This is an optimization exercise on Yosys and OpenROAD, whose aim is small area, not a production implementation.
In this exercise RTL edits were held to simulation tests only and were not proved equivalent to the original.
Power and IR drop assume default switching activity.

Setup of run A:
==> flow/design.v (excerpt) <==
module matrix_top(mtxDataIn, mtxAddress, mtxRw, mtxCs, mtxClk, mtxReset, mtxDataOut,
                  irq_reg, SeqState, tx_ShiftPIEOut,
                  int_o
                  );
export LEC_CHECK = 0
export CAP_MARGIN = 20
export CORE_MARGIN = 2
export CORE_UTILIZATION = 45
export CTS_BUF_LIST = sky130_fd_sc_hd__clkbuf_8
export CTS_CLUSTER_DIAMETER = 40
export CTS_CLUSTER_SIZE = 20
export PLACE_DENSITY = 0.7
export SLEW_MARGIN = 20
export SYNTH_HIERARCHICAL = 1
create_clock -name core_clock -period 10.0 [get_ports {mtxClk}]
standard.sh (not shown) runs the stock make flow with config.mk's settings and CLKGATE_MAP_FILE= SYNTH_SCRIPT=/design/flow/synth_recipe.tcl, a recipe that flattens the netlist after the stock synthesis.
==> flow/flow/run.sh <==
#!/bin/bash
# Layout flow: the standard flow (standard.sh), with two changes:
#  - Yosys maps the combinational logic with ABC's default script instead of ORFS's
#    delay-oriented script (the clock is 10 ns, so the delay-oriented mapping only adds area).
#    Flip-flop mapping, register names, flattening and renaming are the standard synthesis's.
#  - clock tree synthesis does not add dummy loads to balance the clock buffers (same
#    clustering and buffer settings as config.mk otherwise).
set -euo pipefail
HERE=$(pwd)

# synthesis script: ORFS's synth.tcl with the ABC call reduced to the library arguments
sed -e 's#^  log_cmd abc {\*}$abc_args$#  log_cmd abc {*}$lib_args {*}$lib_dont_use_args#' \
    "$FLOW_HOME/scripts/synth.tcl" > "$HERE/flow_synth_core.tcl"
grep -q 'log_cmd abc {\*}$lib_args {\*}$lib_dont_use_args' "$HERE/flow_synth_core.tcl"
sed -e "s#source \$::env(SCRIPTS_DIR)/synth.tcl#source $HERE/flow_synth_core.tcl#" \
    synth_recipe.tcl > "$HERE/flow_synth.tcl"
grep -q "flow_synth_core.tcl" "$HERE/flow_synth.tcl"

# the standard flow with that synthesis script
sed -e "s#SYNTH_SCRIPT=[^ ]*#SYNTH_SCRIPT=$HERE/flow_synth.tcl#" standard.sh > "$HERE/flow_standard.sh"
grep -q "SYNTH_SCRIPT=$HERE/flow_synth.tcl" "$HERE/flow_standard.sh"

export CTS_ARGS="-sink_clustering_enable -repair_clock_nets -sink_clustering_size 20 -sink_clustering_max_diameter 40 -buf_list sky130_fd_sc_hd__clkbuf_8 -dont_use_dummy_load"

bash "$HERE/flow_standard.sh" > "$HERE/flow_make.log" 2>&1
## Diff of input files: run B against run A
diff --git a/flow/config.mk b/flow/config.mk
--- a/flow/config.mk
+++ b/flow/config.mk
@@ -10 +10 @@
-export CORE_UTILIZATION = 45
+export CORE_UTILIZATION = 50
@@ -14 +14 @@
-export PLACE_DENSITY = 0.7
+export PLACE_DENSITY = 0.75
### Flow results
Comparing run A with run B, the smallest hold slack came out essentially unchanged.
For sequential group share of total power, run B and run A come out practically identical.
On switching fraction of total power, run A tracks run B almost exactly.
Between run B and run A, the difference in layout overhead on the synthesized area is negligible.
Floorplan check, run B vs run A: die outline smaller in run B
Summary of the comparison: global routing usage summed across all routing layers is higher in run B, relative to run A.
Comparing run B against run A, there is no change at all in clock buffer count from CTS.
Changes in run C relative to run B:
diff --git a/flow/flow/run.sh b/flow/flow/run.sh
--- a/flow/flow/run.sh
+++ b/flow/flow/run.sh
@@ -22,0 +23,2 @@
+# a few more antenna repair rounds after detailed routing than the default 5
+export MAX_REPAIR_ANTENNAS_ITER_DRT=8
diff --git a/flow/config.mk b/flow/config.mk
--- a/flow/config.mk
+++ b/flow/config.mk
@@ -10 +10 @@
-export CORE_UTILIZATION = 50
+export CORE_UTILIZATION = 42
@@ -14 +14 @@
-export PLACE_DENSITY = 0.75
+export PLACE_DENSITY = 0.65
Notes after the runs:
- Buffer share of cell area (lower): run C
- | half-perimeter wire length of the detailed placement result | run C vs run B | about 1.8% higher |
- As of run C, average wire per standard cell had fallen by a few percent compared to run B.
- Measured against each other, run B and run C differ in fmax, the lower figure coming from run B.
> inputs changed (run C -> run D)
diff --git a/flow/flow/run.sh b/flow/flow/run.sh
--- a/flow/flow/run.sh
+++ b/flow/flow/run.sh
@@ -23,2 +22,0 @@
-# a few more antenna repair rounds after detailed routing than the default 5
-export MAX_REPAIR_ANTENNAS_ITER_DRT=8
diff --git a/flow/config.mk b/flow/config.mk
--- a/flow/config.mk
+++ b/flow/config.mk
@@ -10 +10 @@
-export CORE_UTILIZATION = 42
+export CORE_UTILIZATION = 40
@@ -14 +13,0 @@
-export PLACE_DENSITY = 0.65
Findings:
The final report for run D shows a completed flow and a layout that fails verification, specifically antenna violations. Comparing run C and run D, wire length is lower on run C. Run D vs run C, maximum frequency went up by 0.71%. Cmp run C and run D / count of TritonRoute iterations in the first routing pass / higher: run C.


## job 101
matrix_top, a different RTL version from the one above (not shown whole).
For scale: roughly 3200 cells after synthesis, about 1300 flip-flops, roughly 120 I/O pins, roughly 0.051 mm2 of cells after synthesis.
## matrix_top
module matrix_top(mtxDataIn, mtxAddress, mtxRw, mtxCs, mtxClk, mtxReset, mtxDataOut,
                  irq_reg, SeqState, tx_ShiftPIEOut,
                  int_o
                  );
==> flow/config.mk <==
export PLATFORM = sky130hd
export DESIGN_NAME = matrix_top
export DESIGN_NICKNAME = matrix_top
export VERILOG_FILES = /design/flow/design.v
export SDC_FILE = /design/flow/constraint.sdc
export NUM_CORES = 4
export LEC_CHECK = 0
export CAP_MARGIN = 20
export CORE_MARGIN = 2
export CORE_UTILIZATION = 40
export SLEW_MARGIN = 20
==> flow/constraint.sdc <==
create_clock -name core_clock -period 10.0 [get_ports {mtxClk}]
set_input_delay 2.0000 -clock core_clock [delete_from_list [all_inputs] [get_ports {mtxClk}]]
set_output_delay 2.0000 -clock core_clock [all_outputs]
set_load 0.01 [all_outputs]
==> flow/flow/run.sh <==
#!/bin/bash
# Layout flow: the standard flow (standard.sh) unchanged, except that Yosys maps the
# combinational logic with ABC's default script instead of ORFS's delay-oriented script
# (the clock is 10 ns, so the delay-oriented mapping only adds area).  Flip-flop mapping,
# register names, flattening and renaming are those of the standard synthesis.
set -euo pipefail
HERE=$(pwd)

# synthesis script: ORFS's synth.tcl with the ABC call reduced to the library arguments
sed -e 's#^  log_cmd abc {\*}$abc_args$#  log_cmd abc {*}$lib_args {*}$lib_dont_use_args#' \
    "$FLOW_HOME/scripts/synth.tcl" > "$HERE/flow_synth_core.tcl"
grep -q 'log_cmd abc {\*}$lib_args {\*}$lib_dont_use_args' "$HERE/flow_synth_core.tcl"
sed -e "s#source \$::env(SCRIPTS_DIR)/synth.tcl#source $HERE/flow_synth_core.tcl#" \
    synth_recipe.tcl > "$HERE/flow_synth.tcl"
grep -q "flow_synth_core.tcl" "$HERE/flow_synth.tcl"

# the standard flow with that synthesis script
sed -e "s#SYNTH_SCRIPT=[^ ]*#SYNTH_SCRIPT=$HERE/flow_synth.tcl#" standard.sh > "$HERE/flow_standard.sh"
grep -q "SYNTH_SCRIPT=$HERE/flow_synth.tcl" "$HERE/flow_standard.sh"

bash "$HERE/flow_standard.sh" > "$HERE/flow_make.log" 2>&1
Input changes introduced in job 102 (baseline for comparison: job 101):
==> flow/run.sh (new file) <==
#!/bin/bash
# synth_recipe.tcl (not shown) runs the flow's synth.tcl, then flattens the netlist and writes it again
# the make line also repeats each setting of config.mk as NAME=value (left out here)
make -C /OpenROAD-flow-scripts/flow DESIGN_CONFIG=/design/flow/config.mk WORK_HOME=/design/flow/orfs CLKGATE_MAP_FILE= SYNTH_SCRIPT=/design/flow/synth_recipe.tcl finish
diff --git a/flow/config.mk b/flow/config.mk
--- a/flow/config.mk
+++ b/flow/config.mk
@@ -10,2 +10,5 @@
 export CORE_UTILIZATION = 40
+export CTS_BUF_LIST = sky130_fd_sc_hd__clkbuf_8
+export CTS_CLUSTER_DIAMETER = 40
+export CTS_CLUSTER_SIZE = 16
 export SLEW_MARGIN = 20
removed: flow/flow/run.sh
removed: flow/standard.sh
[summary]
For job 102, the worst-path cell with the longest stage delay was a221oi_1, unlike job 101, where it was a211oi_4.
Setup slack ends up lower on job 101.
Job 101 ended up with fewer cell instances than job 102 did.
The lower global-route usage of job 101 and job 102 is in job 101.
> inputs changed (job 102 -> job 103)
diff --git a/flow/config.mk b/flow/config.mk
--- a/flow/config.mk
+++ b/flow/config.mk
@@ -10,5 +10,2 @@
 export CORE_UTILIZATION = 40
-export CTS_BUF_LIST = sky130_fd_sc_hd__clkbuf_8
-export CTS_CLUSTER_DIAMETER = 40
-export CTS_CLUSTER_SIZE = 16
 export SLEW_MARGIN = 20
==> comparison <==
Looking only at met3 wire length, and setting everything else aside, the lower value of job 102 and job 103 goes to job 103. Cells: job 103 has fewer instances than job 102. Comparing clock share of power for job 102 and job 103, the bigger number came from job 103. Summary of job 103 over job 102: minimum setup slack in the final design went up 30 ps; clock tree buffer count of the final layout lost about 1.1%; worst clock skew saw a decrease; part of the cycle the worst path needs down 0.30 points. Looking at met3 track demand over resource, job 103 sits 0.41 points lower than job 102 does. Taking job 102 as the reference, in job 103 total via count in the routed design flat; power share of the combinational group shrank by 0.3 points; final design instance area without fill went up.


## job 5950
matrix_top, a different RTL version from the one above (not shown whole).
Size in the first run: ~1300 flip-flops.
==> flow/config.mk <==
export PLATFORM = sky130hd
export DESIGN_NAME = matrix_top
export DESIGN_NICKNAME = matrix_top
export VERILOG_FILES = /design/flow/design.v
export SDC_FILE = /design/flow/constraint.sdc
export NUM_CORES = 4
export LEC_CHECK = 0
export CAP_MARGIN = 20
export CORE_MARGIN = 2
export CORE_UTILIZATION = 40
export SLEW_MARGIN = 20
export SYNTH_HIERARCHICAL = 1
==> flow/constraint.sdc <==
create_clock -name core_clock -period 10.0 [get_ports {mtxClk}]
set_input_delay 2.0000 -clock core_clock [delete_from_list [all_inputs] [get_ports {mtxClk}]]
set_output_delay 2.0000 -clock core_clock [all_outputs]
set_load 0.01 [all_outputs]
run.sh (not shown) runs the stock make flow with config.mk's settings and CLKGATE_MAP_FILE= SYNTH_SCRIPT=/design/flow/synth_recipe.tcl, a recipe that flattens the netlist after the stock synthesis.
Stock flow here: none of the scripts above is used.
Job 5950 went all the way through synthesis, placement and routing and the layout is clean on timing, DRC and antenna.
Input-level comparison between job 7431 and job 5950:
Settings: putting CTS_CLUSTER_DIAMETER at 40 where nothing was set; putting CTS_CLUSTER_SIZE at 16 where nothing was set; putting CTS_BUF_LIST at sky130_fd_sc_hd__clkbuf_8 where nothing was set.
==> flow/flow/run.sh (new file) <==
#!/bin/bash
# Layout flow: the standard flow (standard.sh) unchanged, except that Yosys maps the
# combinational logic with ABC's default script instead of ORFS's delay-oriented script
# (the clock is 10 ns, so the delay-oriented mapping only adds area).  Flip-flop mapping,
# register names, flattening and renaming are those of the standard synthesis.
set -euo pipefail
HERE=$(pwd)

# synthesis script: ORFS's synth.tcl with the ABC call reduced to the library arguments
sed -e 's#^  log_cmd abc {\*}$abc_args$#  log_cmd abc {*}$lib_args {*}$lib_dont_use_args#' \
    "$FLOW_HOME/scripts/synth.tcl" > "$HERE/flow_synth_core.tcl"
grep -q 'log_cmd abc {\*}$lib_args {\*}$lib_dont_use_args' "$HERE/flow_synth_core.tcl"
sed -e "s#source \$::env(SCRIPTS_DIR)/synth.tcl#source $HERE/flow_synth_core.tcl#" \
    synth_recipe.tcl > "$HERE/flow_synth.tcl"
grep -q "flow_synth_core.tcl" "$HERE/flow_synth.tcl"

# the standard flow with that synthesis script
sed -e "s#SYNTH_SCRIPT=[^ ]*#SYNTH_SCRIPT=$HERE/flow_synth.tcl#" standard.sh > "$HERE/flow_standard.sh"
grep -q "SYNTH_SCRIPT=$HERE/flow_synth.tcl" "$HERE/flow_standard.sh"

bash "$HERE/flow_standard.sh" > "$HERE/flow_make.log" 2>&1
==> flow/standard.sh (new file) <==
#!/bin/bash
# synth_recipe.tcl (not shown) runs the flow's synth.tcl, then flattens the netlist and writes it again
# the make line also repeats each setting of config.mk as NAME=value (left out here)
make -C /OpenROAD-flow-scripts/flow DESIGN_CONFIG=/design/flow/config.mk WORK_HOME=/design/flow/orfs CLKGATE_MAP_FILE= SYNTH_SCRIPT=/design/flow/synth_recipe.tcl "${@:-finish}"
removed: flow/run.sh
==> comparison <==
- Job 7431 went all the way through the flow, and no timing, DRC or antenna check failed.
- First-pass GRT wire length, job 7431 and job 5950: larger value in job 5950
- Job 7431 and job 5950 ended up with nearly the same share of final layout cell area taken by non-clock buffers.
- Global-route usage was lower in the run labelled job 7431.
- Layout cell share with drive strength beyond 1 (higher): job 5950
- Side by side, share of power burned in the clock network turned out lower in job 7431 than in job 5950.
- The routing usage on met3 reported for job 7431 is smaller than that of job 5950 by 1.2 points.
- Summary of job 7431 over job 5950: non-filler instance count after layout shows a reduction of 5.3%, cell area shrank by 0.0024 sq mm, core utilization barely changed.
Edits applied to the flow inputs when going from job 7431 to job 8438:
Settings: changing CTS_CLUSTER_SIZE from 16 to 20; changing SLEW_MARGIN from 20 to 10; changing CAP_MARGIN from 20 to 10.
Findings:
- Compared with job 7431, job 8438 shows sequential share of layout area higher by 0.23 points.
- The first-iteration DRC count in job 8438 sits about 3.4% below the value recorded for job 7431.
- Time the worst path needs with I/O delays and setup: job 8438 vs job 7431 up 0.10 ns
- Compared with job 7431, in job 8438 total power saw a decrease, sequential cell count saw little to no change, setup slack saw a decrease, routed wire length on met2 saw an increase, number of antenna diodes saw a decrease.
- Diff job 8438..job 7431 | post-place instance area | negligible
- From job 7431 to job 8438 the numbers moved as follows: global routing met1 resource utilization went down by 0.26 points; maximum resistive drop on vdd has decreased.

## static timing again, ports no longer ideal
How much do the figures lean on ideal ports? The routed layouts below were timed once more, with nothing changed but the port constraints.
Step 1 sets driving cells, clkbuf_16 on the clock port and buf_2 on the other inputs (assumed; they add their load-dependent delay and slew).
Step 2, shift: input delay + t, output delay - t, t = (earliest + latest rising clock arrival at the registers) / 2. This alone moves slack from input paths to output paths.
Slacks: ideal ports / drivers / drivers and shift; pairs: ideal ports / drivers.
run	t, ns	setup WS [ns]	hold WS [ns]	latest minus earliest clock arrival (ns)	worst register clock-pin slew, ns
run A	0.898	0.467 / 0.467 / 0.467	0.472 / 0.472 / 0.472	0.130 / 0.130	0.10 / 0.10
run B	0.877	0.272 / 0.272 / 0.272	0.472 / 0.472 / 0.472	0.125 / 0.125	0.11 / 0.11
run C	0.894	0.504 / 0.504 / 0.504	0.470 / 0.470 / 0.470	0.111 / 0.111	0.11 / 0.11
run D	0.934	0.570 / 0.570 / 0.570	0.471 / 0.471 / 0.471	0.126 / 0.126	0.10 / 0.10
job 101	0.856	0.853 / 0.853 / 0.853	0.469 / 0.469 / 0.469	0.035 / 0.034	0.07 / 0.07
job 102	0.982	1.047 / 1.011 / 1.011	0.463 / 0.463 / 0.463	0.122 / 0.121	0.10 / 0.10
job 103	0.879	1.077 / 1.049 / 1.049	0.460 / 0.460 / 0.460	0.064 / 0.064	0.07 / 0.07
job 5950	0.853	1.072 / 0.991 / 0.991	0.460 / 0.460 / 0.460	0.035 / 0.035	0.07 / 0.07
job 7431	0.960	0.812 / 0.812 / 0.812	0.474 / 0.474 / 0.474	0.056 / 0.056	0.10 / 0.10
job 8438	0.962	0.707 / 0.707 / 0.707	0.476 / 0.476 / 0.476	0.059 / 0.059	0.12 / 0.12
The setup slack of job 5950, which loses most, moves by -0.081 ns with the drivers and by -0.081 ns with both steps.
